Context: an optimization exercise on an open-source flow, tuned for small area. The choices shown serve that exercise and are no tape-out recipe. RTL that was checked went through simulation tests only; none was proved equivalent to the original. Only the layout flow was run in runs 2 and 3; the RTL was not checked for function there. Power figures rest on the tool's default switching activity, not on a simulated workload.

### run.sh
#!/bin/bash
# synth_recipe.tcl (not shown) runs the flow's synth.tcl, then flattens the netlist and writes it again
# the make line also repeats each setting of config.mk as NAME=value (left out here)
make -C /OpenROAD-flow-scripts/flow DESIGN_CONFIG=/design/flow/config.mk WORK_HOME=/design/flow/orfs CLKGATE_MAP_FILE= SYNTH_SCRIPT=/design/flow/synth_recipe.tcl finish
### config.mk
export PLATFORM = sky130hd
export DESIGN_NAME = vga_top
export DESIGN_NICKNAME = vga_top
export VERILOG_FILES = /design/flow/design.v
export SDC_FILE = /design/flow/constraint.sdc
export NUM_CORES = 4
export LEC_CHECK = 0
export CAP_MARGIN = 20
export CORE_MARGIN = 2
export CORE_UTILIZATION = 40
export SLEW_MARGIN = 20
### constraint.sdc
create_clock -name core_clock -period 10.0 [get_ports {clk}]
set_input_delay 2.0000 -clock core_clock [delete_from_list [all_inputs] [get_ports {clk}]]
set_output_delay 2.0000 -clock core_clock [all_outputs]
set_load 0.01 [all_outputs]
### design.v
`timescale 1ns / 1ps
module vga_top(clk, ACL_MISO, ACL_MOSI, ACL_SCLK, ACL_CSN, reset, en, del, switch_input, vga_r, vga_g, vga_b, h_sync, v_sync, LED);
    input clk, reset, en, del;
    input [5:0] switch_input;
    input ACL_MISO;
    output ACL_MOSI, ACL_SCLK, ACL_CSN;
    output [1:0] LED;
    output [3:0] vga_r, vga_g, vga_b;
    output h_sync, v_sync;
    wire ce, ce_fall, ledOn, char, moved;
    wire clean_en, clean_del, en_press, del_press;
    wire [4:0] letter1, letter2, letter3;
    wire [1:0] acl_data;
    clk_divider clkDiv (clk, reset, ce, ce_fall);
    accelerometer_SPI acl(
        .clk(clk),
        .rst(reset),
        .ce(ce),
        .ce_fall(ce_fall),
        .miso(ACL_MISO),
        .sclk(ACL_SCLK),
        .mosi(ACL_MOSI),
        .cs(ACL_CSN),
        .acl_data(acl_data),
        .moved(moved)
    );
    debouncer debEN(clk, reset, en, clean_en, en_press);
    debouncer debDEL(clk, reset, del, clean_del, del_press);
    letter_decoder ltrd(
        .clk(clk),
        .rst(reset),
        .en(en_press),
        .del(del_press),
        .switch_input(switch_input),
        .tilt_input(acl_data),
        .moved(moved),
        .letter1(letter1),
        .letter2(letter2),
        .letter3(letter3)
    );
    vga_controller vga_con(clk, reset, ce, letter1, letter2, letter3, h_sync, v_sync, ledOn, char);
    reg lit_r, lit_b;
    always @(posedge clk)
        if (reset) begin
            lit_r <= 1'b0;
            lit_b <= 1'b0;
        end
        else if (ce) begin
            lit_r <= char;
            lit_b <= ledOn & ~char;
        end
    assign vga_r = {4{lit_r}};
    assign vga_g = {4{lit_r}};
    assign vga_b = {4{lit_b}};
    assign LED[1:0] = acl_data[1:0];
endmodule
`timescale 1ns / 1ps
module clk_divider(clk, reset, ce, ce_fall);
    input clk, reset;
    output ce, ce_fall;
    reg cnt;
    reg tog;
    assign ce      = cnt & ~tog;
    assign ce_fall = cnt &  tog;
    always @(posedge clk)
        if (reset) begin
            cnt <= 1'b0;
            tog <= 1'b0;
        end
        else begin
            cnt <= ~cnt;
            if (cnt)
                tog <= ~tog;
        end
endmodule
`timescale 1ns / 1ps
module debouncer(
    input clk,
    input rst,
    input trigger,
    output reg button,
    output pulse
    );
    reg [19:0] lfsr;
    wire at_max = (lfsr == 20'h7FE00);
    wire fb = ~(lfsr[19] ^ lfsr[16]);
    assign pulse = button & at_max;
    always @(posedge clk)
        if (rst) begin
            button <= 1'b0;
            lfsr <= 20'd0;
        end
        else if (trigger) begin
            if (button)
                lfsr <= 20'd0;
            else if (at_max)
                button <= 1'b1;
            else
                lfsr <= {lfsr[18:0], fb};
        end
        else
            button <= 1'b0;
endmodule
`timescale 1ns / 1ps
module letter_decoder (
    input clk,
    input rst,
    input en,                   
    input del,                  
    input [5:0] switch_input,
    input [1:0] tilt_input,
    input moved,
    output reg [4:0] letter1,
    output reg [4:0] letter2,
    output reg [4:0] letter3
    );
    reg [1:0] current_position;
    wire [4:0] letter_buffer = (switch_input < 6'd26) ? switch_input[4:0] : 5'd31;
    always @(posedge clk)
        if (rst) begin
            letter1 <= 5'd31;
            letter2 <= 5'd31;
            letter3 <= 5'd31;
            current_position <= 2'd0;
        end
        else begin
            if (del) begin
                case (current_position)
                    2'd0: letter1 <= 5'd31;
                    2'd1: letter2 <= 5'd31;
                    2'd2: letter3 <= 5'd31;
                    default: ;
                endcase
            end
            else if (en) begin
                case (current_position)
                    2'd0: letter1 <= letter_buffer;
                    2'd1: letter2 <= letter_buffer;
                    2'd2: letter3 <= letter_buffer;
                    default: ;
                endcase
            end
            if (moved) begin
                if (tilt_input == 2'b01) begin
                    if (current_position != 2'd0)
                        current_position <= current_position - 2'd1;
                end
                else if (tilt_input == 2'b10) begin
                    if (current_position[1] == 1'b0)
                        current_position <= current_position + 2'd1;
                end
            end
        end
endmodule
`timescale 1ns / 1ps
module vga_controller(clk, rst, ce, letter_sel_ONE, letter_sel_TWO, letter_sel_THREE, h_sync, v_sync, led_on, char);
    input clk;
    input rst;
    input ce;
    input wire [4:0] letter_sel_ONE;
    input wire [4:0] letter_sel_TWO;
    input wire [4:0] letter_sel_THREE;
    output h_sync, v_sync, led_on;
    output reg char;
    reg [3:0] wu;    
    reg [3:0] wt;    
    reg [2:0] wh;    
    reg [3:0] hu;    
    reg [5:0] ht;    
    wire wu9  = wu[3] & wu[0];
    wire wt9  = wt[3] & wt[0];
    wire wend = wu9 & wt9 & (&wh);                       
    wire hu9  = hu[3] & hu[0];
    wire hend = ht[5] & ht[4] & ht[2] & hu[2] & ~hu[1] & ~hu[0];    
    always @(posedge clk)
        if (rst) begin
            wu <= 4'd0;
            wt <= 4'd0;
            wh <= 3'd0;
            hu <= 4'd0;
            ht <= 6'd0;
        end
        else if (ce) begin
            wu <= wu9 ? 4'd0 : wu + 4'd1;
            if (wu9) begin
                wt <= wt9 ? 4'd0 : wt + 4'd1;
                if (wt9)
                    wh <= wh + 3'd1;
            end
            if (wend) begin
                if (hend) begin
                    hu <= 4'd0;
                    ht <= 6'd0;
                end
                else begin
                    hu <= hu9 ? 4'd0 : hu + 4'd1;
                    if (hu9)
                        ht <= ht + 6'd1;
                end
            end
        end
    wire hin   = (ht[5:4] == 2'b01);
    wire wtin  = wt[3] | wt[2] | wt[1];                  
    wire one   = hin & wtin & (wh == 3'd2);
    wire two   = hin & wtin & (wh == 3'd3);
    wire three = hin & wtin & (wh == 3'd4);
    wire [4:0] sel = one ? letter_sel_ONE : (two ? letter_sel_TWO : letter_sel_THREE);
    wire [2:0] x = wt[2:0] - 3'd2;
    wire [3:0] y = ht[3:0];
    reg [4:0] prev_sel;
    reg [7:0] row;
    always @(*) begin
        row = 8'b00000000;
        case ({prev_sel, y})
            9'd2: row = 8'b00010000;
            9'd3: row = 8'b00111000;
            9'd4: row = 8'b01101100;
            9'd5: row = 8'b11000110;
            9'd6: row = 8'b11000110;
            9'd7: row = 8'b11111110;
            9'd8: row = 8'b11111110;
            9'd9: row = 8'b11000110;
            9'd10: row = 8'b11000110;
            9'd11: row = 8'b11000110;
            9'd18: row = 8'b11111100;
            9'd19: row = 8'b11111110;
            9'd20: row = 8'b11000110;
            9'd21: row = 8'b11000110;
            9'd22: row = 8'b11111100;
            9'd23: row = 8'b11111100;
            9'd24: row = 8'b11000110;
            9'd25: row = 8'b11000110;
            9'd26: row = 8'b11111110;
            9'd27: row = 8'b11111100;
            9'd34: row = 8'b01111100;
            9'd35: row = 8'b11111110;
            9'd36: row = 8'b11000000;
            9'd37: row = 8'b11000000;
            9'd38: row = 8'b11000000;
            9'd39: row = 8'b11000000;
            9'd40: row = 8'b11000000;
            9'd41: row = 8'b11000000;
            9'd42: row = 8'b11111110;
            9'd43: row = 8'b01111100;
            9'd50: row = 8'b11111100;
            9'd51: row = 8'b11111110;
            9'd52: row = 8'b11000110;
            9'd53: row = 8'b11000110;
            9'd54: row = 8'b11000110;
            9'd55: row = 8'b11000110;
            9'd56: row = 8'b11000110;
            9'd57: row = 8'b11000110;
            9'd58: row = 8'b11111110;
            9'd59: row = 8'b11111100;
            9'd66: row = 8'b11111110;
            9'd67: row = 8'b11111110;
            9'd68: row = 8'b11000000;
            9'd69: row = 8'b11000000;
            9'd70: row = 8'b11111100;
            9'd71: row = 8'b11111100;
            9'd72: row = 8'b11000000;
            9'd73: row = 8'b11000000;
            9'd74: row = 8'b11111110;
            9'd75: row = 8'b11111110;
            9'd82: row = 8'b11111110;
            9'd83: row = 8'b11111110;
            9'd84: row = 8'b11000000;
            9'd85: row = 8'b11000000;
            9'd86: row = 8'b11111100;
            9'd87: row = 8'b11111100;
            9'd88: row = 8'b11000000;
            9'd89: row = 8'b11000000;
            9'd90: row = 8'b11000000;
            9'd91: row = 8'b11000000;
            9'd98: row = 8'b01111100;
            9'd99: row = 8'b11111110;
            9'd100: row = 8'b11000000;
            9'd101: row = 8'b11000000;
            9'd102: row = 8'b11111110;
            9'd103: row = 8'b11111110;
            9'd104: row = 8'b11000110;
            9'd105: row = 8'b11000110;
            9'd106: row = 8'b11111110;
            9'd107: row = 8'b01110110;
            9'd114: row = 8'b11000110;
            9'd115: row = 8'b11000110;
            9'd116: row = 8'b11000110;
            9'd117: row = 8'b11000110;
            9'd118: row = 8'b11111110;
            9'd119: row = 8'b11111110;
            9'd120: row = 8'b11000110;
            9'd121: row = 8'b11000110;
            9'd122: row = 8'b11000110;
            9'd123: row = 8'b11000110;
            9'd130: row = 8'b11111110;
            9'd131: row = 8'b11111110;
            9'd132: row = 8'b00110000;
            9'd133: row = 8'b00110000;
            9'd134: row = 8'b00110000;
            9'd135: row = 8'b00110000;
            9'd136: row = 8'b00110000;
            9'd137: row = 8'b00110000;
            9'd138: row = 8'b11111110;
            9'd139: row = 8'b11111110;
            9'd146: row = 8'b11111110;
            9'd147: row = 8'b11111110;
            9'd148: row = 8'b00011000;
            9'd149: row = 8'b00011000;
            9'd150: row = 8'b00011000;
            9'd151: row = 8'b00011000;
            9'd152: row = 8'b00011000;
            9'd153: row = 8'b00011000;
            9'd154: row = 8'b11111000;
            9'd155: row = 8'b01111000;
            9'd162: row = 8'b11000110;
            9'd163: row = 8'b11001100;
            9'd164: row = 8'b11011000;
            9'd165: row = 8'b11110000;
            9'd166: row = 8'b11100000;
            9'd167: row = 8'b11100000;
            9'd168: row = 8'b11110000;
            9'd169: row = 8'b11011000;
            9'd170: row = 8'b11001100;
            9'd171: row = 8'b11000110;
            9'd178: row = 8'b11000000;
            9'd179: row = 8'b11000000;
            9'd180: row = 8'b11000000;
            9'd181: row = 8'b11000000;
            9'd182: row = 8'b11000000;
            9'd183: row = 8'b11000000;
            9'd184: row = 8'b11000000;
            9'd185: row = 8'b11000000;
            9'd186: row = 8'b11111110;
            9'd187: row = 8'b11111110;
            9'd194: row = 8'b11000110;
            9'd195: row = 8'b11000110;
            9'd196: row = 8'b11101110;
            9'd197: row = 8'b11111110;
            9'd198: row = 8'b11010110;
            9'd199: row = 8'b11000110;
            9'd200: row = 8'b11000110;
            9'd201: row = 8'b11000110;
            9'd202: row = 8'b11000110;
            9'd203: row = 8'b11000110;
            9'd210: row = 8'b11000110;
            9'd211: row = 8'b11000110;
            9'd212: row = 8'b11100110;
            9'd213: row = 8'b11110110;
            9'd214: row = 8'b11111110;
            9'd215: row = 8'b11011110;
            9'd216: row = 8'b11001110;
            9'd217: row = 8'b11000110;
            9'd218: row = 8'b11000110;
            9'd219: row = 8'b11000110;
            9'd226: row = 8'b01111100;
            9'd227: row = 8'b11111110;
            9'd228: row = 8'b11000110;
            9'd229: row = 8'b11000110;
            9'd230: row = 8'b11000110;
            9'd231: row = 8'b11000110;
            9'd232: row = 8'b11000110;
            9'd233: row = 8'b11000110;
            9'd234: row = 8'b11111110;
            9'd235: row = 8'b01111100;
            9'd242: row = 8'b11111100;
            9'd243: row = 8'b11111110;
            9'd244: row = 8'b11000110;
            9'd245: row = 8'b11000110;
            9'd246: row = 8'b11111110;
            9'd247: row = 8'b11111100;
            9'd248: row = 8'b11000000;
            9'd249: row = 8'b11000000;
            9'd250: row = 8'b11000000;
            9'd251: row = 8'b11000000;
            9'd258: row = 8'b11111100;
            9'd259: row = 8'b11111110;
            9'd260: row = 8'b11000110;
            9'd261: row = 8'b11000110;
            9'd262: row = 8'b11000110;
            9'd263: row = 8'b11000110;
            9'd264: row = 8'b11010110;
            9'd265: row = 8'b11111110;
            9'd266: row = 8'b01101100;
            9'd267: row = 8'b00000110;
            9'd274: row = 8'b11111100;
            9'd275: row = 8'b11111110;
            9'd276: row = 8'b11000110;
            9'd277: row = 8'b11000110;
            9'd278: row = 8'b11111110;
            9'd279: row = 8'b11111100;
            9'd280: row = 8'b11011000;
            9'd281: row = 8'b11001100;
            9'd282: row = 8'b11000110;
            9'd283: row = 8'b11000110;
            9'd290: row = 8'b01111100;
            9'd291: row = 8'b11111110;
            9'd292: row = 8'b11000000;
            9'd293: row = 8'b11000000;
            9'd294: row = 8'b11111100;
            9'd295: row = 8'b01111110;
            9'd296: row = 8'b00000110;
            9'd297: row = 8'b00000110;
            9'd298: row = 8'b11111110;
            9'd299: row = 8'b01111100;
            9'd306: row = 8'b11111110;
            9'd307: row = 8'b11111110;
            9'd308: row = 8'b00110000;
            9'd309: row = 8'b00110000;
            9'd310: row = 8'b00110000;
            9'd311: row = 8'b00110000;
            9'd312: row = 8'b00110000;
            9'd313: row = 8'b00110000;
            9'd314: row = 8'b00110000;
            9'd315: row = 8'b00110000;
            9'd322: row = 8'b11000110;
            9'd323: row = 8'b11000110;
            9'd324: row = 8'b11000110;
            9'd325: row = 8'b11000110;
            9'd326: row = 8'b11000110;
            9'd327: row = 8'b11000110;
            9'd328: row = 8'b11000110;
            9'd329: row = 8'b11000110;
            9'd330: row = 8'b11111110;
            9'd331: row = 8'b01111100;
            9'd338: row = 8'b11000110;
            9'd339: row = 8'b11000110;
            9'd340: row = 8'b11000110;
            9'd341: row = 8'b11000110;
            9'd342: row = 8'b11000110;
            9'd343: row = 8'b11000110;
            9'd344: row = 8'b11000110;
            9'd345: row = 8'b01101100;
            9'd346: row = 8'b00111000;
            9'd347: row = 8'b00010000;
            9'd354: row = 8'b11000110;
            9'd355: row = 8'b11000110;
            9'd356: row = 8'b11000110;
            9'd357: row = 8'b11000110;
            9'd358: row = 8'b11000110;
            9'd359: row = 8'b11000110;
            9'd360: row = 8'b11010110;
            9'd361: row = 8'b11111110;
            9'd362: row = 8'b11101110;
            9'd363: row = 8'b11000110;
            9'd370: row = 8'b11000110;
            9'd371: row = 8'b11000110;
            9'd372: row = 8'b01101100;
            9'd373: row = 8'b00111000;
            9'd374: row = 8'b00111000;
            9'd375: row = 8'b00111000;
            9'd376: row = 8'b00111000;
            9'd377: row = 8'b01101100;
            9'd378: row = 8'b11000110;
            9'd379: row = 8'b11000110;
            9'd386: row = 8'b11000110;
            9'd387: row = 8'b11000110;
            9'd388: row = 8'b01101100;
            9'd389: row = 8'b00111000;
            9'd390: row = 8'b00011000;
            9'd391: row = 8'b00011000;
            9'd392: row = 8'b00011000;
            9'd393: row = 8'b00011000;
            9'd394: row = 8'b00011000;
            9'd395: row = 8'b00011000;
            9'd402: row = 8'b11111110;
            9'd403: row = 8'b11111110;
            9'd404: row = 8'b00000110;
            9'd405: row = 8'b00001100;
            9'd406: row = 8'b00011000;
            9'd407: row = 8'b00110000;
            9'd408: row = 8'b01100000;
            9'd409: row = 8'b11000000;
            9'd410: row = 8'b11111110;
            9'd411: row = 8'b11111110;
            default: row = 8'b00000000;
        endcase
    end
    wire bit_on = row[3'd7 - x];
    always @(posedge clk)
        if (ce)
            prev_sel <= sel;
    always @(posedge clk)
        if (rst)
            char <= 1'b0;
        else if (ce)
            char <= (one | two | three) & bit_on;
    wire w_zero = (wh == 3'd0) & (wt == 4'd0) & (wu == 4'd0);
    wire ge51   = (wh != 3'd0) | (wt > 4'd5) | ((wt == 4'd5) & (wu != 4'd0));
    wire le690  = (wh < 3'd6) | ((wh == 3'd6) & ((wt < 4'd9) | (wu == 4'd0)));
    wire ge33   = (ht > 6'd3) | ((ht == 6'd3) & (hu >= 4'd3));
    wire le512  = (ht < 6'd51) | ((ht == 6'd51) & (hu < 4'd3));
    assign led_on = ge51 & le690 & ge33 & le512;
    assign h_sync = ~w_zero & ((wh != 3'd7) | ((wt == 4'd0) & (wu <= 4'd4)));
    wire h_zero = (ht == 6'd0) & (hu == 4'd0);
    wire h_le522 = (ht != 6'd52) | (hu <= 4'd2);
    wire h_le523 = (ht != 6'd52) | (hu <= 4'd3);
    assign v_sync = w_zero ? (~h_zero & h_le523) : h_le522;
endmodule
`timescale 1ns / 1ps
module accelerometer_SPI(
    input clk,
    input rst,
    input ce,
    input ce_fall,
    input miso,
    output sclk,
    output mosi,
    output cs,
    output reg [1:0] acl_data,
    output reg moved            
    );
    localparam [17:0] CNT_RESET = 18'd217;       
    localparam [17:0] CNT_LAST  = 18'd224577;    
    localparam [17:0] CNT_LOOP  = 18'd184318;    
    reg [17:0] cnt;
    always @(posedge clk)
        if (rst)
            cnt <= CNT_RESET;
        else if (ce)
            cnt <= (cnt == CNT_LAST) ? CNT_LOOP : cnt + 18'd1;
    assign cs = ~((cnt >= 18'd24219 && cnt <= 18'd24314) ||
                  (cnt >= 18'd184320 && cnt <= 18'd184574));
    assign sclk = ~cs & (cnt[1] ^ cnt[0]);
    wire [15:0] slot = cnt[17:2];
    assign mosi = (slot == 16'd6059) | (slot == 16'd6061) | (slot == 16'd6065) |
                  (slot == 16'd6067) | (slot == 16'd6068) | (slot == 16'd6070) |
                  (slot == 16'd6077) |
                  (slot == 16'd46084) | (slot == 16'd46086) | (slot == 16'd46087) |
                  (slot == 16'd46092) | (slot == 16'd46093) | (slot == 16'd46094);
    reg y7, sgn, big;
    wire cap = ce && (cnt[17:8] == 10'd720) && (cnt[1:0] == 2'd2);
    wire [5:0] k = cnt[7:2];
    always @(posedge clk)
        if (cap) begin
            if (k == 6'd32) y7 <= miso;
            if (k == 6'd44) sgn <= miso;
            if (k == 6'd45) big <= miso ^ sgn;
            if (k == 6'd46) big <= big | (miso ^ sgn);
            if (k == 6'd47) big <= big | ((miso ^ sgn) & (y7 ^ sgn));
        end
    wire latch = ce_fall && (cnt == 18'd184576);
    wire [1:0] tilt = big ? (sgn ? 2'b10 : 2'b01) : 2'b00;
    always @(posedge clk)
        if (rst) begin
            acl_data <= 2'b00;
            moved <= 1'b0;
        end
        else begin
            moved <= latch && (tilt != acl_data);
            if (latch)
                acl_data <= tilt;
        end
endmodule
==> flow_summary.toml, run 1 <==
[yosys]
syn_inst = 964
synth_top_flop_cell = "dfxtp_1"
syn_area_um2 = 7736
synth_warnings = 6
ys_async_sr_fraction_pct = 0
synth_cell_types = 75
synth_top_cell_by_area = "dfxtp_1"
ys_seq_area_share_pct = 30.54
yosys.area.top_type_share_pct = 27.43
ys_seq_elements = 114
synth_fp_nets = 1020
synthTopCellsByArea = "dfxtp_1 27%, ha_1 7.3%, nor2_1 4.9%, a22oi_1 3.8%, a21oi_1 3.7%"
synth_edf_count = 8
avgSynthCellArea_um2 = 8.025

[critical_path]
crit_type = "flop to output pin"
worst_setup_path_start_kind = "flop"
worstPathArrival_ps = 3230
required_ps = 8000
end_kind = "output pin"
r2r_start = "vga_con.ht[1]"
crit_path_start = "vga_con.wt[0]"
crit_fanout = 14

[global_routing]
antenna_found_initial = 1
grt_use_met3_pct = 5.198
busiest_layer = "met2"
grt-ovfl-total = 0
grt_use_met2_pct = 28.25
grt_pass1_vias = 6182
grt_max_degree = 83
grt_first_pass_wirelength_um = 32320
use_met1_pct = 28.14
track_usage_pct = 19.63

[placed_design]
portBuffers = 29
place_area_um2 = 7920
dp_cells = 1173
place_hpwl_um = 13400
place.gp.congestion = 0.9450

[worst_hold_path]
worst_hold_path_type = "flop to flop"
holdCritStartpoint = "clkDiv.cnt"

[finish]
layout-drive-gt1-share_pct = 5.302
final_core_util_pct = 45.15
stdcell_count = 1203
seq_area_um2 = 2364
fillers = 1886
multi_input_area_um2 = 4778
antenna_cells = 0
postLayoutCellArea_um2 = 8502
area_growth_pct = 9.898
fin_nets = 988

[outcome]
status = "no timing/DRC/antenna violations"

[floorplan]
io_pins = 30
die_area_um2 = 20470
fp.dieW_um = 143.1
core_um2 = 18830
die_h_um = 143.1
rows = 50
start_util_pct = 41.08

[timing]
finalSetupViolCount = 0
finalSetupTns_ps = 0
slew_viol_final = 0
max_freq_mhz = 191.3
relSlewSlack_pct = 28.30
final_hold_viol_count = 0
rsz0062_at_grt = "no"
period_needed_ps = 5228
skew_ps = 11.94
finalCritPeriodShare_pct = 52.28
worstMarginPinSlew_ps = 1075

[route]
finalWirelength_um = 19930
drc = 0
routedWlPerCell_um = 16.57
vias_per_cell = 5.800
dr.pass1.iters = 5
drtIter0Drc = 840
ant_nets = 0
num_vias = 6977

[clock_network]
numClockSinks = 114
cts_htree_levels = 4
cts_setup_buffers = 0
cts_buffer_depth = 2
numCtsBuffers = 17
holdBufCountCts = 0
clk_pin_slew_worst_paths_ps = 60
cts_resized = 0
cts_tree = "built"
clock-root-buffer = "clkbuf_16"
clk_latency_ps = 420

[pwr]
power-per-cell-area_nw_per_um2 = 130.7
totalPowerFinal_mw = 1.111
irDropWorstVdd_uv = 123.4
power.leakage_nw = 3.110

[flow_run]
maxCapViolations = 0
-- where the power goes --
| part | leakage, nW | total (mW) | switching, mW | internal (mW) |
|---|---|---|---|---|
| Clock | 0.288 | 0.599 | 0.202 | 0.397 |
| Combinational | 1.91 | 0.0434 | 0.0281 | 0.0153 |
| Sequential | 0.915 | 0.468 | 0.00459 | 0.464 |
-- per-stage QoR --
stage          setup slack (ps)  hold WS, ps
2_1_floorplan              5983        421.8
3_3_place_gp               5230        435.1
3_5_place_dp               5222        446.9
4_1_cts                    4773        463.3
5_1_grt                    4526        499.4
6_report                   4772        464.9
-- metal layers --
layer  vias up  share of wire, %
met5         -             0.085
met4         2               1.6
met3        34               7.2
met2       267                43
met1      3229                48
li1       3445                 -
-- flip-flops by register name, summed over array words and instances (netlist names), 2 cells and up --
name	flops
debDEL.lfsr	20
acl.cnt	18
vga_con.wh	3
vga_con.wt	4
ltrd.current_position	2
vga_con.prev_sel	5
debEN.lfsr	20
vga_con.wu	4
ltrd.letter3	5
vga_con.hu	4
ltrd.letter1	5
acl.acl_data	2
vga_con.ht	6
ltrd.letter2	5
-- final timing paths --
path	endpoint	slack [ps]	depth (start not counted)
worst min register to register	clkDiv.cnt	460	1
worst max register to register	vga_con.char	6440	9
worst min-delay path	clkDiv.cnt	460	1
worst max-delay path	v_sync	4770	9
-- cells in the final DEF, fill, tap and decap left out, drive strengths merged, types with 8 or more instances in the layout --
master and instances:
a211o 21, nor2b 26, edfxtp 8, nand2b 27, o22ai 11, nand3b 9
mux2i 17, a22oi 39, and3 12, a21oi 57, ha 45, nor3 35
o211ai 8, clkbuf 25, nand2 67, clkdlybuf4s50 28, xnor2 12, nor2 101
nand4 14, dfxtp 106, a31oi 13, a211oi 15, xor2 13, nand3 24
inv 32, o21ai 54, and2 13
-- synth_stat cells (5+ instances only) --
library cell	number
dfxtp_1	106
nor2_1	101
nand2_1	66
a21oi_1	57
o21ai_0	53
ha_1	45
a22oi_1	39
clkbuf_1	35
nor3_1	35
inv_1	31
nor2b_1	26
nand2b_1	24
nand3_1	24
buf_2	22
a211o_1	21
buf_4	19
mux2i_1	17
a211oi_1	14
nand4_1	14
a31oi_1	13
and2_1	13
xor2_1	13
and3_1	12
xnor2_1	12
o22ai_1	11
nand3b_1	9
buf_6	8
edfxtp_1	8
o211ai_1	8
nor4_1	6
nor4b_1	6
o221ai_1	5
or3_1	5
-- worst max-delay path: stages (launching register included) --
cell,delay (ps)
dfxtp_1,450
inv_1,210
ha_1,170
nor4b_1,310
inv_1,80
nor3_1,340
nor3_1,80
o311a_1,300
o21ai_0,270
clkdlybuf4s50_1,600
-- cells by family after synthesis --
kind of cell,share of synthesized area [%]
AO/OA/AOI/OAI,24.02
buffers and inverters,7.796
flip-flops,30.54
adder cells (fa/ha/maj),7.278
multiplexers,2.636
AND/OR/NAND/NOR,24.91
XOR/XNOR,2.830
-- area by class of cell --
type | instances | area share (%)
clock buffer | 25 | 5.960
clock inverter | 5 | 0.8830
inverter | 32 | 1.413
multi-input combinational | 732 | 56.20
sequential | 114 | 27.80
tap | 260 | 3.826
timing repair buffer | 35 | 3.915
==> run 2: changes to the inputs <==
--- a/design.v
+++ b/design.v
@@ -175,5 +175,5 @@
     always @(posedge clk)
         if (rst) begin
-            wu <= 4'd0;
+            wu <= 4'd1;
             wt <= 4'd0;
             wh <= 3'd0;
@@ -202,15 +202,14 @@
     wire hin   = (ht[5:4] == 2'b01);
     wire wtin  = wt[3] | wt[2] | wt[1];                  
-    wire one   = hin & wtin & (wh == 3'd2);
-    wire two   = hin & wtin & (wh == 3'd3);
-    wire three = hin & wtin & (wh == 3'd4);
-    wire [4:0] sel = one ? letter_sel_ONE : (two ? letter_sel_TWO : letter_sel_THREE);
+    wire inreg = hin & wtin & ((wh == 3'd2) | (wh == 3'd3) | (wh == 3'd4));
+    wire first = (wt == 4'd2) & (wu == 4'd0);
+    wire [4:0] sel = (wh == 3'd2 && !first) ? letter_sel_ONE :
+                     (wh == 3'd3 && !first) ? letter_sel_TWO : letter_sel_THREE;
     wire [2:0] x = wt[2:0] - 3'd2;
     wire [3:0] y = ht[3:0];
-    reg [4:0] prev_sel;
     reg [7:0] row;
     always @(*) begin
         row = 8'b00000000;
-        case ({prev_sel, y})
+        case ({sel, y})
             9'd2: row = 8'b00010000;
             9'd3: row = 8'b00111000;
@@ -476,24 +475,27 @@
         endcase
     end
-    wire bit_on = row[3'd7 - x];
+    reg q;
     always @(posedge clk)
-        if (ce)
-            prev_sel <= sel;
-    always @(posedge clk)
-        if (rst)
+        if (rst) begin
+            q <= 1'b0;
             char <= 1'b0;
-        else if (ce)
-            char <= (one | two | three) & bit_on;
-    wire w_zero = (wh == 3'd0) & (wt == 4'd0) & (wu == 4'd0);
-    wire ge51   = (wh != 3'd0) | (wt > 4'd5) | ((wt == 4'd5) & (wu != 4'd0));
-    wire le690  = (wh < 3'd6) | ((wh == 3'd6) & ((wt < 4'd9) | (wu == 4'd0)));
-    wire ge33   = (ht > 6'd3) | ((ht == 6'd3) & (hu >= 4'd3));
-    wire le512  = (ht < 6'd51) | ((ht == 6'd51) & (hu < 4'd3));
-    assign led_on = ge51 & le690 & ge33 & le512;
-    assign h_sync = ~w_zero & ((wh != 3'd7) | ((wt == 4'd0) & (wu <= 4'd4)));
-    wire h_zero = (ht == 6'd0) & (hu == 4'd0);
-    wire h_le522 = (ht != 6'd52) | (hu <= 4'd2);
-    wire h_le523 = (ht != 6'd52) | (hu <= 4'd3);
-    assign v_sync = w_zero ? (~h_zero & h_le523) : h_le522;
+        end
+        else if (ce) begin
+            q <= inreg & row[3'd7 - x];
+            char <= q;
+        end
+    wire col_ge2   = (wh != 3'd0) | (wt != 4'd0) | (wu >= 4'd2);
+    wire col_le705 = (wh != 3'd7) | ((wt == 4'd0) & (wu <= 4'd5));
+    wire col_le1   = (wh == 3'd0) & (wt == 4'd0) & (wu <= 4'd1);
+    wire col_ge52  = (wh != 3'd0) | (wt >= 4'd6) | ((wt == 4'd5) & (wu >= 4'd2));
+    wire col_le691 = (wh <= 3'd5) | ((wh == 3'd6) & ((wt <= 4'd8) | (wu <= 4'd1)));
+    wire line_ge33  = (ht >= 6'd4) | ((ht == 6'd3) & (hu >= 4'd3));
+    wire line_le512 = (ht <= 6'd50) | ((ht == 6'd51) & (hu <= 4'd2));
+    wire line_ge1   = (ht != 6'd0) | (hu != 4'd0);
+    wire line_le522 = (ht != 6'd52) | (hu <= 4'd2);
+    wire line_le523 = (ht != 6'd52) | (hu <= 4'd3);
+    assign led_on = col_ge52 & col_le691 & line_ge33 & line_le512;
+    assign h_sync = col_ge2 & col_le705;
+    assign v_sync = col_le1 ? (line_ge1 & line_le523) : line_le522;
 endmodule
 `timescale 1ns / 1ps
--- a/config.mk
+++ b/config.mk
@@ -9,3 +9,5 @@
 export CORE_MARGIN = 2
 export CORE_UTILIZATION = 40
+export CTS_CLUSTER_DIAMETER = 500
+export CTS_CLUSTER_SIZE = 100
 export SLEW_MARGIN = 20
==> run 2 against run 1 <==
Net effect: area after synthesis decreased by 3.7%; still clean on timing, DRC and antenna; largest cell class unchanged; sequential share of layout area increased by 0.14 points; largest power group is now registers; non-clock buffer count increased by 1; first-iteration DRC count decreased by 8.3%.
==> flow_summary.toml, run 2 <==
[outcome]
status = "no timing/DRC/antenna violations"

[placed_design]
place.gp.congestion = 0.9028
place_area_um2 = 7700
portBuffers = 29
pre_cts_slack_ps = 5221
place_hpwl_um = 12900

[critical_path]
worstPathArrival_ps = 3180
crit_type = "flop to output pin"
crit_path_start = "vga_con.ht[2]"
required_ps = 8000
crit_fanout = 23
end_kind = "output pin"
worst_setup_path_start_kind = "flop"
r2r_start = "vga_con.wt[0]"

[finish]
final_cell_mix = "134 x nor2_1, 107 x dfxtp_1, 103 x nand2_1"
antenna_cells = 0
area_growth_pct = 7.275
seq_area_um2 = 2232
final_common_cell = "nor2_1"
postLayoutCellArea_um2 = 7989
multi_input_area_um2 = 4751
fin_nets = 1004
fillers = 1820
layout-drive-gt1-share_pct = 3.789
top_regs = "debDEL.lfsr x20, debEN.lfsr x20, acl.cnt x18"
final_core_util_pct = 44.17

[global_routing]
grt_first_pass_wirelength_um = 31660
grt-ovfl-total = 0
use_met1_pct = 27.45
grt_use_met2_pct = 28.51
track_usage_pct = 19.20
grt_max_degree = 98
grt_use_met3_pct = 3.350
grt_pass1_vias = 6204
antenna_found_initial = 0
busiest_layer = "met2"

[timing]
slew_viol_final = 0
finalCritPeriodShare_pct = 51.77
finalSetupViolCount = 0
max_freq_mhz = 193.2
rsz0062_at_grt = "no"
relSlewSlack_pct = 31.14
worstMarginPinSlew_ps = 1033
hold_slack_ps = 461.4
fin_ws_ps = 4823
period_needed_ps = 5177
final_hold_viol_count = 0
finalSetupTns_ps = 0
skew_ps = 8.761

[yosys]
synth_top_cell_by_area = "dfxtp_1"
avgSynthCellArea_um2 = 7.638
ys_async_sr_fraction_pct = 0
synth_top_flop_cell = "dfxtp_1"
netlist_top_cells_count = "134 x nor2_1, 107 x dfxtp_1, 103 x nand2_1"
synth_edf_count = 3
ys_seq_area_share_pct = 29.97
syn_area_um2 = 7447
synth_cell_types = 77
yosysMostFrequentCell = "nor2_1"
synth_fp_nets = 1034
synthTopCellsByArea = "dfxtp_1 29%, ha_1 8.1%, nor2_1 6.8%, nand2_1 5.2%, a22oi_1 4.1%"
syn_inst = 975
yosys.area.top_type_share_pct = 28.76
ys_seq_elements = 110
synth_warnings = 6

[clock_network]
cts_tree = "built"
numClockSinks = 110
cts_setup_buffers = 0
clk_pin_slew_worst_paths_ps = 80
numCtsBuffers = 9
cts_htree_levels = 3
clock-root-buffer = "clkbuf_16"
cts_buffer_depth = 2
cts_resized = 0
clk_latency_ps = 360
holdBufCountCts = 0

[route]
vias_per_cell = 5.911
num_vias = 6969
ant_nets = 0
drc = 0
drtIter0Drc = 770
dr.pass1.iters = 6
routedWlPerCell_um = 15.94
finalWirelength_um = 18790

[floorplan]
rows = 49
core_um2 = 18090
fp.dieW_um = 140.4
io_pins = 30
start_util_pct = 41.18
die_area_um2 = 19720
die_h_um = 140.4

[pwr]
irDropWorstVdd_uv = 104.6
power.leakage_nw = 2.886
power-per-cell-area_nw_per_um2 = 105.9

[worst_hold_path]
worst_hold_path_type = "flop to flop"
holdCritStartpoint = "ltrd.letter2[1]"

[flow_run]
maxCapViolations = 0
-- run 2: cell types whose count changed in the layout (fill, tap and decap cells not counted), moves of 10 or more --
cell,before,now
o21ai_0,53,43
nor2_1,101,134
nor2b_1,26,15
nand2_1,66,103
nand3_1,24,35
-- run 2: cell type report --
type / count / area share [%]
Clock buffer: 9 / 2.819
Multi-Input combinational cell: 764 / 59.47
Clock inverter: 7 / 0.7987
Timing Repair Buffer: 36 / 4.260
Sequential cell: 110 / 27.94
Inverter: 24 / 1.128
Tap cell: 229 / 3.587
-- run 2: per-layer routing --
layer / wire length (um) / vias up
li1: - / 3473
met1: 8889 / 3204
met2: 8221 / 241
met3: 1100 / 51
met4: 582 / 0
met5: 0 / -
-- run 2: stage by stage --
| stage | power (mW) | std cells |
|---|---|---|
| floorplan | 0.4897 | 975 |
| global placement | 0.5057 | 1163 |
| detailed placement | 0.5058 | 1163 |
| CTS | 0.8585 | 1179 |
| global route | 0.8817 | 1179 |
| finish | 0.8460 | 1179 |
-- run 2: critical path, cell delays in order, from the launching register on --
cell and delay [ps]:
dfxtp_1 840, clkinv_1 560, ha_1 410, and3_1 180, a41oi_1 250, clkdlybuf4s50_1 580
-- run 2: worst paths after layout --
kind                                   endpoint  slack (ps)  depth (start not counted)
worst max-delay path                     v_sync        4820                          5
worst min register to register  ltrd.letter2[1]         460                          1
worst max register to register        vga_con.q        5740                         12
worst min-delay path            ltrd.letter2[1]         460                          1
-- run 2: kinds of logic (layout without fill, tap and decap cells) --
family / count (synthesis) / count (layout) / share of synthesized area, %
buffers and inverters: 101 / 76 / 6.334
DFF: 110 / 110 / 29.97
and+or+nand+nor: 405 / 405 / 26.03
AOI/OAI and AO/OA: 272 / 272 / 24.78
muxes: 11 / 11 / 1.529
xor gates and xnor gates: 28 / 28 / 3.293
adders and majority gates: 48 / 48 / 8.065
-- run 2: report_power, final --
part / leakage, nW / internal [mW] / switching, mW
combinational: 1.85 / 0.0172 / 0.0286
clock: 0.140 / 0.174 / 0.177
sequential: 0.892 / 0.444 / 0.00540
total: 2.89 / 0.635 / 0.211
==> run 3: changes to the inputs <==
--- a/config.mk
+++ b/config.mk
@@ -9,5 +9,6 @@
 export CORE_MARGIN = 2
 export CORE_UTILIZATION = 40
+export CTS_BUF_LIST = sky130_fd_sc_hd__clkbuf_4 sky130_fd_sc_hd__clkbuf_8
 export CTS_CLUSTER_DIAMETER = 500
-export CTS_CLUSTER_SIZE = 100
+export CTS_CLUSTER_SIZE = 60
 export SLEW_MARGIN = 20
==> run 3 against run 2 <==
Net effect: cell count unchanged; still clean on timing, DRC and antenna; combinational power about the same; count of clock-buffer cells in the layout stayed put.
==> flow_summary.toml, run 3 <==
[pwr]
switching_share_pct = 26.50
power.switching_mw = 0.2006
totalPowerFinal_mw = 0.7572
p_comb_share_pct = 6.0
p_clk_share_pct = 34.6
irDropWorstVdd_uv = 77.20
internal-power_mw = 0.5566
power.leakage_nw = 2.840
power-per-cell-area_nw_per_um2 = 96.00
seq_power_share_pct = 59.3

[critical_path]
end_kind = "output pin"
required_ps = 8000
worstPathArrival_ps = 3210
crit_type = "flop to output pin"
path_cells = "clkinv_1, ha_1, and3_1, a41oi_1, clkdlybuf4s50_1"
crit_fanout = 23
worst_setup_path_start_kind = "flop"
slowest_delay_ps = 850
cpMaxStageDelayCell = "dfxtp_1"
crit_path_start = "vga_con.ht[2]"
r2r_start = "vga_con.wt[0]"
crit_buf_inv = 2
cpLargestDelayFamily = "buffers and inverters"

[yosys]
syn_area_um2 = 7447
synth_edf_count = 3
synth_top_cell_by_area = "dfxtp_1"
yosysMostFrequentCell = "nor2_1"
netlist_top_cells_count = "134 x nor2_1, 107 x dfxtp_1, 103 x nand2_1"
synth_warnings = 6
ys_async_sr_fraction_pct = 0
ys_seq_area_share_pct = 29.97
yosys.area.top_type_share_pct = 28.76
avgSynthCellArea_um2 = 7.638
syn_inst = 975
synth_fp_nets = 1034
synth_cell_types = 77
synth_top_flop_cell = "dfxtp_1"
ys_seq_elements = 110
synthTopCellsByArea = "dfxtp_1 29%, ha_1 8.1%, nor2_1 6.8%, nand2_1 5.2%, a22oi_1 4.1%"

[timing]
hold_slack_ps = 470.7
slew_viol_final = 0
skew_ps = 13.93
worstMarginPinSlew_ps = 1028
final_hold_viol_count = 0
rsz0062_at_grt = "no"
relSlewSlack_pct = 31.46
finalSetupTns_ps = 0
max_freq_mhz = 192.0
finalSetupViolCount = 0
period_needed_ps = 5209
finalCritPeriodShare_pct = 52.09

[clock_network]
cts_htree_levels = 3
cts_tree = "built"
cts_buffer_depth = 2
cts_setup_buffers = 0
cts_resized = 0
clock-root-buffer = "clkbuf_8"
clk_pin_slew_worst_paths_ps = 110
holdBufCountCts = 0
numCtsBuffers = 9
clk_latency_ps = 390
numClockSinks = 110

[flow_run]
maxCapViolations = 0

[floorplan]
die_area_um2 = 19720
io_pins = 30
rows = 49
start_util_pct = 41.18
die_h_um = 140.4
core_um2 = 18090
fp.dieW_um = 140.4

[route]
vias_per_cell = 5.885
drc = 0
finalWirelength_um = 18650
ant_nets = 0
num_vias = 6938
routedWlPerCell_um = 15.81
drtIter0Drc = 775
dr.pass1.iters = 6

[finish]
final_common_cell = "nor2_1"
layout-drive-gt1-share_pct = 3.789
stdcell_count = 1179
final_cell_mix = "134 x nor2_1, 107 x dfxtp_1, 103 x nand2_1"
area_growth_pct = 5.914
antenna_cells = 0
top_regs = "debDEL.lfsr x20, debEN.lfsr x20, acl.cnt x18"
fin_nets = 1004

[global_routing]
grt_max_degree = 98
grt_pass1_vias = 6225
track_usage_pct = 19.10
antenna_found_initial = 0
grt_first_pass_wirelength_um = 31520
grt-ovfl-total = 0

[placed_design]
place.gp.congestion = 0.9028
portBuffers = 29
dp_cells = 1163
place_hpwl_um = 12900

[worst_hold_path]
holdCritStartpoint = "ltrd.letter2[0]"
worst_hold_path_type = "flop to flop"

[outcome]
status = "no timing/DRC/antenna violations"
==> run 3: cell counts after synthesis <==
Identical to the previous run, type by type.
==> run 3: worst register-to-register path, delay by kind of cell (launching register included) <==
kind	cells	cell delay, ps
fa+ha+maj	1	250
buf+inv	1	200
simple gates	4	1150
flops	1	640
mux	1	210
compound gates	5	1760
==> run 3: power by group through the flow <==
stage                     clock [mW]  sequential, mW  combinational, mW
after global placement             0           0.459             0.0465
after global routing           0.289           0.450             0.0520
final                          0.262           0.449             0.0457
after CTS                      0.273           0.449             0.0467
after floorplan                    0           0.457             0.0324
after detailed placement           0           0.459             0.0464
==> run 3: area by class of cell <==
| class | instances | area, um2 |
|---|---|---|
| well taps | 229 | 286.5 |
| repair buffers | 36 | 340.3 |
| flip-flops and latches | 110 | 2232 |
| inverters | 24 | 90.09 |
| clock inverters | 7 | 63.81 |
| multi-input cells | 764 | 4751 |
| fillers | 1832 | 10200 |
| clock buffers | 9 | 123.9 |
==> run 3: cells by family (layout without fill, tap and decap cells) <==
| logic type | after synthesis | count (layout) | synth area share (%) |
|---|---|---|---|
| xor gates and xnor gates | 28 | 28 | 3.293 |
| muxes | 11 | 11 | 1.529 |
| and+or+nand+nor | 405 | 405 | 26.03 |
| DFF | 110 | 110 | 29.97 |
| adders and majority gates | 48 | 48 | 8.065 |
| AOI/OAI and AO/OA | 272 | 272 | 24.78 |
| buffers and inverters | 101 | 76 | 6.334 |
==> run 3: stage by stage <==
step | area [um2] | util (%) | setup slack (ps)
after floorplan | 7447 | - | 6289
after detailed placement | 7700 | 42.57 | 5221
after global placement | 7700 | 42.57 | 5326
final | 7888 | 43.61 | 4791
after CTS | 7888 | 43.61 | 4785
after global routing | 7888 | 43.61 | 4610
==> run 3: layer usage <==
metal / track usage (%) / routed length [um] / share of wire, % / vias to the layer above
li1: - / - / - / 3474
met1: 27.19 / 8810 / 47 / 3182
met2: 28.56 / 8146 / 44 / 242
met3: 3.761 / 1181 / 6.3 / 40
met4: 7.124 / 505 / 2.7 / 0
met5: 0 / 0 / 0 / -
==> run 3: final timing paths <==
kind / cells past startpoint / slack, ps / to
setup / recovery: 5 / 4790 / v_sync
hold / removal: 1 / 470 / ltrd.letter2[0]
setup reg to reg: 12 / 5740 / vga_con.q
hold reg to reg: 1 / 470 / ltrd.letter2[0]
==> run 4: changes to the inputs <==
--- a/design.v
+++ b/design.v
@@ -170,7 +170,10 @@
     wire wu9  = wu[3] & wu[0];
     wire wt9  = wt[3] & wt[0];
-    wire wend = wu9 & wt9 & (&wh);                       
     wire hu9  = hu[3] & hu[0];
     wire hend = ht[5] & ht[4] & ht[2] & hu[2] & ~hu[1] & ~hu[0];    
+    wire c_wt = ce & wu9;
+    wire c_wh = c_wt & wt9;
+    wire c_h  = c_wh & (&wh);                            
+    wire c_ht = c_h & hu9;
     always @(posedge clk)
         if (rst) begin
@@ -181,21 +184,15 @@
             ht <= 6'd0;
         end
-        else if (ce) begin
-            wu <= wu9 ? 4'd0 : wu + 4'd1;
-            if (wu9) begin
-                wt <= wt9 ? 4'd0 : wt + 4'd1;
-                if (wt9)
-                    wh <= wh + 3'd1;
+        else begin
+            wu <= c_wt ? 4'd0 : wu + {3'd0, ce};
+            wt <= c_wh ? 4'd0 : wt + {3'd0, c_wt};
+            wh <= wh + {2'd0, c_wh};
+            if (c_h && hend) begin
+                hu <= 4'd0;
+                ht <= 6'd0;
             end
-            if (wend) begin
-                if (hend) begin
-                    hu <= 4'd0;
-                    ht <= 6'd0;
-                end
-                else begin
-                    hu <= hu9 ? 4'd0 : hu + 4'd1;
-                    if (hu9)
-                        ht <= ht + 6'd1;
-                end
+            else begin
+                hu <= c_ht ? 4'd0 : hu + {3'd0, c_h};
+                ht <= ht + {5'd0, c_ht};
             end
         end
@@ -519,6 +516,8 @@
         if (rst)
             cnt <= CNT_RESET;
-        else if (ce)
-            cnt <= (cnt == CNT_LAST) ? CNT_LOOP : cnt + 18'd1;
+        else if (ce && cnt == CNT_LAST)
+            cnt <= CNT_LOOP;
+        else
+            cnt <= cnt + {17'd0, ce};
     assign cs = ~((cnt >= 18'd24219 && cnt <= 18'd24314) ||
                   (cnt >= 18'd184320 && cnt <= 18'd184574));
==> flow/run.sh (new file) <==
#!/bin/bash
# Own layout flow: the standard synthesis; then the combinational logic
# of that netlist is synthesised again with a stronger ABC script (deepsyn),
# keeping every register cell as it is; then the standard layout from
# the new netlist. Each tool's output goes to a log of its own here.
set -euo pipefail
W=$(cd "$(dirname "$0")/.." && pwd)
F=$W/flow
cd "$W"
R=$W/orfs/results/${FLOW_PLATFORM:-sky130hd}/vga_top/base
YOSYS=$(command -v yosys || echo "$FLOW_HOME/../tools/install/yosys/bin/yosys")
LIB=$FLOW_HOME/platforms/sky130hd/lib/sky130_fd_sc_hd__tt_025C_1v80.lib
DEEP_S=${DEEP_S:-240}

bash standard.sh synth > "$W/synth.log" 2>&1
cp "$R/1_2_yosys.v" "$W/1_2_yosys.std.v"

ok=1
python3 "$F/mk_techmap.py" "$LIB" "$W/comb_map.v" > "$W/techmap.log" 2>&1 || ok=0
printf 'set_driving_cell sky130_fd_sc_hd__buf_1\nset_load 5\n' > "$W/abc.constr"
sed "s/@DEEP_S@/$DEEP_S/" "$F/resyn.abc" > "$W/resyn.abc"
if [[ $ok == 1 ]]; then
  "$YOSYS" -l "$W/resyn.log" -p "
    read_liberty -lib $LIB
    read_verilog $W/1_2_yosys.std.v
    hierarchy -top $FLOW_TOP
    techmap -map $W/comb_map.v
    techmap
    opt -purge
    abc -script $W/resyn.abc -liberty $LIB -dont_use *probe* -dont_use *lpflow* -constr $W/abc.constr -D 10000
    opt_clean -purge
    hilomap -singleton -hicell sky130_fd_sc_hd__conb_1 HI -locell sky130_fd_sc_hd__conb_1 LO
    insbuf -buf sky130_fd_sc_hd__buf_4 A X
    write_verilog -noattr -nohex -nodec $W/1_2_yosys.resyn.v
    stat -liberty $LIB
  " > /dev/null 2>&1 || ok=0
fi
# keep the new netlist only if it has the same register cells, by name and type
regs() { grep -oE '^\s*sky130_fd_sc_hd__[a-z]*df[a-z]*_[0-9]+\s+\S+' "$1" | awk '{print $1, $2}' | sort; }
if [[ $ok == 1 ]] && [[ -s $W/1_2_yosys.resyn.v ]] && diff <(regs "$W/1_2_yosys.std.v") <(regs "$W/1_2_yosys.resyn.v") > "$W/regs.diff" && [[ $(regs "$W/1_2_yosys.std.v" | wc -l) -gt 0 ]]; then
  cp "$W/1_2_yosys.resyn.v" "$R/1_2_yosys.v"
  echo "using the re-synthesised netlist" > "$W/resyn.choice"
else
  echo "using the standard netlist" > "$W/resyn.choice"
fi
rm -f "$R/1_synth.odb" "$R/1_synth.sdc"
bash standard.sh > "$W/layout.log" 2>&1
==> flow/mk_techmap.py (new file) <==
# Writes a Yosys techmap file that replaces each combinational cell of a
# liberty file by its logic function: mk_techmap.py LIB OUT.v
import re,sys
lib=open(sys.argv[1]).read()
out=[]
for m in re.finditer(r'\n\s*cell\s*\(\s*"?(sky130_fd_sc_hd__\w+)"?\s*\)\s*\{',lib):
    name=m.group(1); start=m.end()
    # find cell body by brace matching
    d=1;i=start
    while d>0:
        if lib[i]=='{': d+=1
        elif lib[i]=='}': d-=1
        i+=1
    body=lib[start:i]
    if re.search(r'\b(ff|latch|statetable)\s*\(',body) or 'three_state' in body: continue
    pins=[]; funcs={}
    for pm in re.finditer(r'\n\s*pin\s*\(\s*"?(\w+)"?\s*\)\s*\{',body):
        pn=pm.group(1); s=pm.end(); dd=1; j=s
        while dd>0:
            if body[j]=='{': dd+=1
            elif body[j]=='}': dd-=1
            j+=1
        pb=body[s:j]
        dirm=re.search(r'direction\s*:\s*"?(\w+)"?',pb)
        fm=re.search(r'\bfunction\s*:\s*"([^"]*)"',pb)
        pins.append((pn,dirm.group(1) if dirm else None))
        if fm: funcs[pn]=fm.group(1)
    outs=[p for p,d in pins if d=='output']
    if not outs or any(o not in funcs for o in outs): continue
    ins=[p for p,d in pins if d=='input']
    L=[f"module {name}({', '.join(ins+outs)});"]
    for p in ins: L.append(f"  input {p};")
    for p in outs:
        f=funcs[p].replace('!','~')
        f=re.sub(r'\)\s*\(',') & (',f)
        L.append(f"  output {p};\n  assign {p} = {f};")
    L.append("endmodule")
    out.append("\n".join(L))
open(sys.argv[2],'w').write("\n\n".join(out)+"\n")
print(len(out), 'combinational cells mapped to logic')
==> flow/resyn.abc (new file) <==
strash
&get -n
&deepsyn -T @DEEP_S@
&st
&dch
&nf -R 1000
&put
topo
stime -c
==> standard.sh (new file) <==
#!/bin/bash
# synth_recipe.tcl (not shown) runs the flow's synth.tcl, then flattens the netlist and writes it again
# the make line also repeats each setting of config.mk as NAME=value (left out here)
make -C /OpenROAD-flow-scripts/flow DESIGN_CONFIG=/design/flow/config.mk WORK_HOME=/design/flow/orfs CLKGATE_MAP_FILE= SYNTH_SCRIPT=/design/flow/synth_recipe.tcl "${@:-finish}"
--- a/config.mk
+++ b/config.mk
@@ -9,6 +9,3 @@
 export CORE_MARGIN = 2
 export CORE_UTILIZATION = 40
-export CTS_BUF_LIST = sky130_fd_sc_hd__clkbuf_4 sky130_fd_sc_hd__clkbuf_8
-export CTS_CLUSTER_DIAMETER = 500
-export CTS_CLUSTER_SIZE = 60
 export SLEW_MARGIN = 20
removed: run.sh
==> run 4 against run 3 <==
Net effect: die area decreased by 27%; hold slack improved by 7.1 ps; still clean on timing, DRC and antenna; worst setup slack improved by 440 ps; clock skew decreased by 7.3 ps; global-route usage increased by 1.1 points; largest power group unchanged; routed wire length decreased by 26%; sequential share of layout area increased by 7.8 points; synthesized cell count decreased by 34%; highest routed layer unchanged; cell count decreased by 27%; cell area decreased by 22%; combinational power decreased by 13%.
==> flow_summary.toml, run 4 <==
[pwr]
irDropWorstVdd_uv = 110.4
power-per-cell-area_nw_per_um2 = 139.8
totalPowerFinal_mw = 0.8646
power.leakage_nw = 2.154

[route]
ant_nets = 0
dr.pass1.iters = 5
routedWlPerCell_um = 15.88
num_vias = 5086
vias_per_cell = 5.887
drtIter0Drc = 541
drc = 0
finalWirelength_um = 13720

[global_routing]
track_usage_pct = 20.21
antenna_found_initial = 0
grt_first_pass_wirelength_um = 23560
grt_pass1_vias = 4751
grt-ovfl-total = 0
grt_max_degree = 43

[floorplan]
io_pins = 30
fp.dieW_um = 119.6
core_um2 = 13140
die_h_um = 119.6
start_util_pct = 40.69
die_area_um2 = 14300
rows = 42

[clock_network]
clock-root-buffer = "clkbuf_16"
numCtsBuffers = 9
numClockSinks = 110
holdBufCountCts = 0
cts_setup_buffers = 0
clk_pin_slew_worst_paths_ps = 80
clk_latency_ps = 360
cts_tree = "built"
cts_resized = 0
cts_htree_levels = 3
cts_buffer_depth = 2

[finish]
layout-drive-gt1-share_pct = 4.360
final_core_util_pct = 47.09
final_common_cell = "dfxtp_1"
antenna_cells = 0
final_cell_mix = "107 x dfxtp_1, 82 x nor2_1, 59 x a21oi_1"
stdcell_count = 864
area_growth_pct = 15.73
top_regs = "debDEL.lfsr x20, debEN.lfsr x20, acl.cnt x18"
fin_nets = 694
fillers = 1303

[timing]
skew_ps = 6.660
finalSetupTns_ps = 0
period_needed_ps = 4768
worstMarginPinSlew_ps = 791.5
max_freq_mhz = 209.7
finalSetupViolCount = 0
relSlewSlack_pct = 46.74
rsz0062_at_grt = "no"
finalCritPeriodShare_pct = 47.68
slew_viol_final = 0
final_hold_viol_count = 0

[critical_path]
reg2reg_slack_ps = 5820
worst_setup_path_start_kind = "flop"
path_cells = "nor4_1, nand4_1, nor4_1, a21oi_1, or4_1, clkdlybuf4s50_1"
r2r_cells = 19
required_ps = 8000
cpMaxStageDelayCell = "clkdlybuf4s50_1"
timing.rr.end = "vga_con.q"
r2r_start = "vga_con.wu[1]"
crit_path_start = "vga_con.wh[0]"
slowest_delay_ps = 490
end_kind = "output pin"
worstPathArrival_ps = 2770
crit_path_frequent_cell = "nor4_1"
crit_fanout = 12
endpoint = "v_sync"
crit_type = "flop to output pin"

[yosys]
syn_inst = 643
syn_area_um2 = 5345
synth_fp_nets = 654
synth_warnings = 6
avgSynthCellArea_um2 = 8.313

[placed_design]
dp_cells = 848
place.gp.congestion = 0.9446
place_hpwl_um = 9991
portBuffers = 29

[worst_hold_path]
worst_hold_path_type = "flop to flop"

[outcome]
status = "no timing/DRC/antenna violations"

[flow_run]
maxCapViolations = 0
run 4: where the power goes:
group / switching (mW) / leakage, nW / total [mW] / internal (mW)
logic: 0.0232 / 1.11 / 0.0398 / 0.0166
registers: 0.00528 / 0.892 / 0.449 / 0.444
clock network: 0.175 / 0.155 / 0.376 / 0.201
run 4: worst max-delay path: cells and delay by family (launching register included):
family                 cells  cell delay [ps]
and+or+nand+nor            4             1340
AOI/OAI and AO/OA          1              110
buffers and inverters      1              490
DFF                        1              460
run 4: cell type report:
cell class | instances | area [um2] | area share (%)
Clock inverter | 7 | 92.59 | 1.497
Multi-Input combinational cell | 513 | 3005 | 48.58
Timing Repair Buffer | 41 | 380.4 | 6.149
Tap cell | 176 | 220.2 | 3.560
Inverter | 8 | 30.03 | 0.4854
Clock buffer | 9 | 225.2 | 3.641
Sequential cell | 110 | 2232 | 36.08
run 4: routing by layer:
layer / wire length [um] / vias to the layer above / global-route usage (%)
met2: 6198 / 183 / 32.46
met4: 393 / 0 / 7.721
met3: 833 / 31 / 4.373
met5: 0 / - / 0
li1: - / 2515 / -
met1: 6291 / 2357 / 26.63
run 4: worst min-delay path by stage:
stage | from | endpoint | cells after the start
final | vga_con.q | vga_con.q | 2
after global routing | clkDiv.tog | clkDiv.tog | 1
after CTS | vga_con.q | vga_con.q | 2
after detailed placement | clkDiv.tog | clkDiv.tog | 1
after global placement | clkDiv.tog | clkDiv.tog | 1
after floorplan | vga_con.q | vga_con.q | 2
run 4: through the flow:
stage	instance area, um2	setup WS [ps]	hold slack [ps]
6_report	6186	5232	477.8
5_1_grt	6186	5036	510.5
4_1_cts	6186	5222	480.6
3_5_place_dp	5868	5626	463.2
3_3_place_gp	5868	5691	450.7
2_1_floorplan	5345	6002	426.0
==> run 5: changes to the inputs <==
--- a/design.v
+++ b/design.v
@@ -40,14 +40,11 @@
     );
     vga_controller vga_con(clk, reset, ce, letter1, letter2, letter3, h_sync, v_sync, ledOn, char);
-    reg lit_r, lit_b;
+    reg lit_r;
     always @(posedge clk)
-        if (reset) begin
+        if (reset)
             lit_r <= 1'b0;
-            lit_b <= 1'b0;
-        end
-        else if (ce) begin
+        else if (ce)
             lit_r <= char;
-            lit_b <= ledOn & ~char;
-        end
+    wire lit_b = ledOn & ~lit_r;
     assign vga_r = {4{lit_r}};
     assign vga_g = {4{lit_r}};
@@ -485,6 +482,6 @@
     wire col_le705 = (wh != 3'd7) | ((wt == 4'd0) & (wu <= 4'd5));
     wire col_le1   = (wh == 3'd0) & (wt == 4'd0) & (wu <= 4'd1);
-    wire col_ge52  = (wh != 3'd0) | (wt >= 4'd6) | ((wt == 4'd5) & (wu >= 4'd2));
-    wire col_le691 = (wh <= 3'd5) | ((wh == 3'd6) & ((wt <= 4'd8) | (wu <= 4'd1)));
+    wire col_ge53  = (wh != 3'd0) | (wt >= 4'd6) | ((wt == 4'd5) & (wu >= 4'd3));
+    wire col_le692 = (wh <= 3'd5) | ((wh == 3'd6) & ((wt <= 4'd8) | (wu <= 4'd2)));
     wire line_ge33  = (ht >= 6'd4) | ((ht == 6'd3) & (hu >= 4'd3));
     wire line_le512 = (ht <= 6'd50) | ((ht == 6'd51) & (hu <= 4'd2));
@@ -492,5 +489,5 @@
     wire line_le522 = (ht != 6'd52) | (hu <= 4'd2);
     wire line_le523 = (ht != 6'd52) | (hu <= 4'd3);
-    assign led_on = col_ge52 & col_le691 & line_ge33 & line_le512;
+    assign led_on = col_ge53 & col_le692 & line_ge33 & line_le512;
     assign h_sync = col_ge2 & col_le705;
     assign v_sync = col_le1 ? (line_ge1 & line_le523) : line_le522;
--- a/flow/run.sh
+++ b/flow/run.sh
@@ -3,5 +3,6 @@
 # of that netlist is synthesised again with a stronger ABC script (deepsyn),
 # keeping every register cell as it is; then the standard layout from
-# the new netlist. Each tool's output goes to a log of its own here.
+# the new netlist, with a lighter clock tree and port buffers. Each tool's
+# output goes to a log of its own here.
 set -euo pipefail
 W=$(cd "$(dirname "$0")/.." && pwd)
@@ -31,5 +32,5 @@
     opt_clean -purge
     hilomap -singleton -hicell sky130_fd_sc_hd__conb_1 HI -locell sky130_fd_sc_hd__conb_1 LO
-    insbuf -buf sky130_fd_sc_hd__buf_4 A X
+    insbuf -buf sky130_fd_sc_hd__buf_1 A X
     write_verilog -noattr -nohex -nodec $W/1_2_yosys.resyn.v
     stat -liberty $LIB
@@ -45,3 +46,7 @@
 fi
 rm -f "$R/1_synth.odb" "$R/1_synth.sdc"
-bash standard.sh > "$W/layout.log" 2>&1
+# clock tree of clkbuf_8 without dummy loads; port buffers of buf_1
+bash standard.sh \
+  "CTS_ARGS=-sink_clustering_enable -repair_clock_nets -dont_use_dummy_load -buf_list sky130_fd_sc_hd__clkbuf_8 -root_buf sky130_fd_sc_hd__clkbuf_8 -tree_buf sky130_fd_sc_hd__clkbuf_8 -sink_clustering_buffer sky130_fd_sc_hd__clkbuf_8" \
+  "BUFFER_PORTS_ARGS=-buffer_cell sky130_fd_sc_hd__buf_1" \
+  finish > "$W/layout.log" 2>&1
==> flow/resyn.abc (replaced) <==
strash
&get -n
&deepsyn -T @DEEP_S@
&st
&dch
&nf -R 1000
&put
mfs3 -a
topo
stime -c
==> run 5 against run 4 <==
Net effect: clock power fell by 43%; routed wire length fell by 7.2%; first-iteration DRC count fell by 39%; hold slack got worse by 18 ps; combinational power fell by 12%; cell area fell by 8.6%; sequential share of layout area rose by 3.0 points; die area fell by 3.0%.
==> flow_summary.toml, run 5 <==
[timing]
final_hold_viol_count = 0
finalCritPeriodShare_pct = 42.66
period_needed_ps = 4266
relSlewSlack_pct = 42.56
max_freq_mhz = 234.4
skew_ps = 24.75
finalSetupViolCount = 0
fin_ws_ps = 5734
hold_slack_ps = 460.1
finalSetupTns_ps = 0
rsz0062_at_grt = "no"
slew_viol_final = 0
worstMarginPinSlew_ps = 853.7

[critical_path]
crit_path_frequent_cell = "nand2_1"
reg2reg_slack_ps = 5780
timing.rr.end = "vga_con.q"
path_cells = "nor2_1, nand2_1, nand2_1, mux2i_1, nor3_1, buf_1"
end_kind = "output pin"
crit_type = "flop to output pin"
cpLargestDelayFamily = "simple AND/OR/NAND/NOR gates"
worstPathArrival_ps = 2270
crit_fanout = 17
cp.depth = 6
required_ps = 8000
endpoint = "vga_b[0]"
r2r_cells = 22
crit_buf_inv = 1
worst_setup_path_start_kind = "flop"
cpMaxStageDelayCell = "nor2_1"
r2r_start = "vga_con.wt[0]"
slowest_delay_ps = 560
crit_path_start = "vga_con.ht[2]"

[floorplan]
die_area_um2 = 13880
die_h_um = 117.8
start_util_pct = 41.05
fp.dieW_um = 117.8
rows = 41
core_um2 = 12620
io_pins = 30

[finish]
stdcell_count = 854
layout-drive-gt1-share_pct = 2.933
final_common_cell = "dfxtp_1"
final_core_util_pct = 44.80
fin_nets = 695
area_growth_pct = 9.155
antenna_cells = 0
top_regs = "debDEL.lfsr x20, debEN.lfsr x20, acl.cnt x18"
final_cell_mix = "106 x dfxtp_1, 103 x nor2_1, 70 x nand2_1"

[clock_network]
cts_setup_buffers = 0
cts_htree_levels = 3
cts_resized = 0
clk_pin_slew_worst_paths_ps = 80
clk_latency_ps = 380
holdBufCountCts = 0
clock-root-buffer = "clkbuf_8"
cts_tree = "built"
cts_buffer_depth = 2
numClockSinks = 109
numCtsBuffers = 9

[global_routing]
grt_first_pass_wirelength_um = 21230
track_usage_pct = 18.26
grt_pass1_vias = 4436
grt-ovfl-total = 0
grt_max_degree = 42
antenna_found_initial = 0

[placed_design]
portBuffers = 29
place_hpwl_um = 9063
pre_cts_slack_ps = 5884
dp_cells = 845
place.gp.congestion = 0.9954

[pwr]
irDropWorstVdd_uv = 79.09
power.leakage_nw = 2.014
power-per-cell-area_nw_per_um2 = 122.9

[yosys]
syn_inst = 649
avgSynthCellArea_um2 = 7.981
synth_fp_nets = 660
synth_warnings = 6
syn_area_um2 = 5180

[outcome]
status = "no timing/DRC/antenna violations"

[flow_run]
maxCapViolations = 0

[route]
drtIter0Drc = 328
num_vias = 4898
dr.pass1.iters = 5
finalWirelength_um = 12740
vias_per_cell = 5.735
ant_nets = 0
routedWlPerCell_um = 14.91
drc = 0

[worst_hold_path]
worst_hold_path_type = "flop to flop"
-- run 5: worst min path at each step --
stage / slack, ps / to / depth (start not counted) / startpoint
after CTS: 460 / clkDiv.cnt / 1 / clkDiv.cnt
after global placement: 440 / clkDiv.cnt / 1 / clkDiv.cnt
after floorplan: 400 / clkDiv.cnt / 1 / clkDiv.cnt
final: 460 / clkDiv.cnt / 1 / clkDiv.cnt
after detailed placement: 450 / clkDiv.cnt / 1 / clkDiv.cnt
after global routing: 490 / clkDiv.cnt / 1 / clkDiv.cnt
-- run 5: final cells by class --
class	instances	area (um2)
Fill cell	1312	6965
Timing Repair Buffer	36	162.7
Inverter	17	63.81
Clock buffer	9	123.9
Multi-Input combinational cell	511	2877
Tap cell	172	215.2
Sequential cell	109	2212
-- run 5: routing by layer --
metal  part of all wire (%)  track usage, %  vias to the layer above
met5                      0               0                        -
met4                    2.9           8.434                        0
met3                    4.4           3.198                       38
met2                     45           29.00                      130
met1                     48           24.17                     2270
li1                       -               -                     2460
-- run 5: power breakdown --
group | internal (mW) | total, mW | switching [mW]
Combinational | 0.0119 | 0.0351 | 0.0232
Sequential | 0.440 | 0.444 | 0.00464
Clock | 0.0812 | 0.215 | 0.134
Total | 0.533 | 0.695 | 0.162
-- run 5: metrics by stage --
step	total power [mW]	cell area [um2]
floorplan	0.4754	5180
global placement	0.4886	5530
detailed placement	0.4898	5530
CTS	0.7046	5654
global route	0.7248	5654
finish	0.6948	5654

separate check: timing with driven ports:
How much do the figures lean on ideal ports? The routed layouts below were timed once more, with nothing changed but the port constraints.
Step 1 assumes that a clkbuf_16 drives the clock port and a buf_2 every other input.
Step 2 times the ports against the registers' clock, not the clock port: input delays grow and output delays shrink by t, the midpoint of the rising clock arrivals with the driver on.
a / b / c = ideal / step 1 / step 2; a / b = the first two.
| run | t (ns) | setup slack, ns | worst setup path after step 2 |
|---|---|---|---|
| run 1 | 0.454 | 4.772 / 4.728 / 5.182 | register to output |
| run 2 | 0.394 | 4.823 / 4.783 / 5.177 | register to output |
| run 3 | 0.416 | 4.791 / 4.757 / 5.173 | register to output |
| run 4 | 0.393 | 5.232 / 5.191 / 5.583 | register to output |
| run 5 | 0.405 | 5.734 / 5.701 / 5.785 | register to register |
After both steps setup and hold are still met in every run listed.
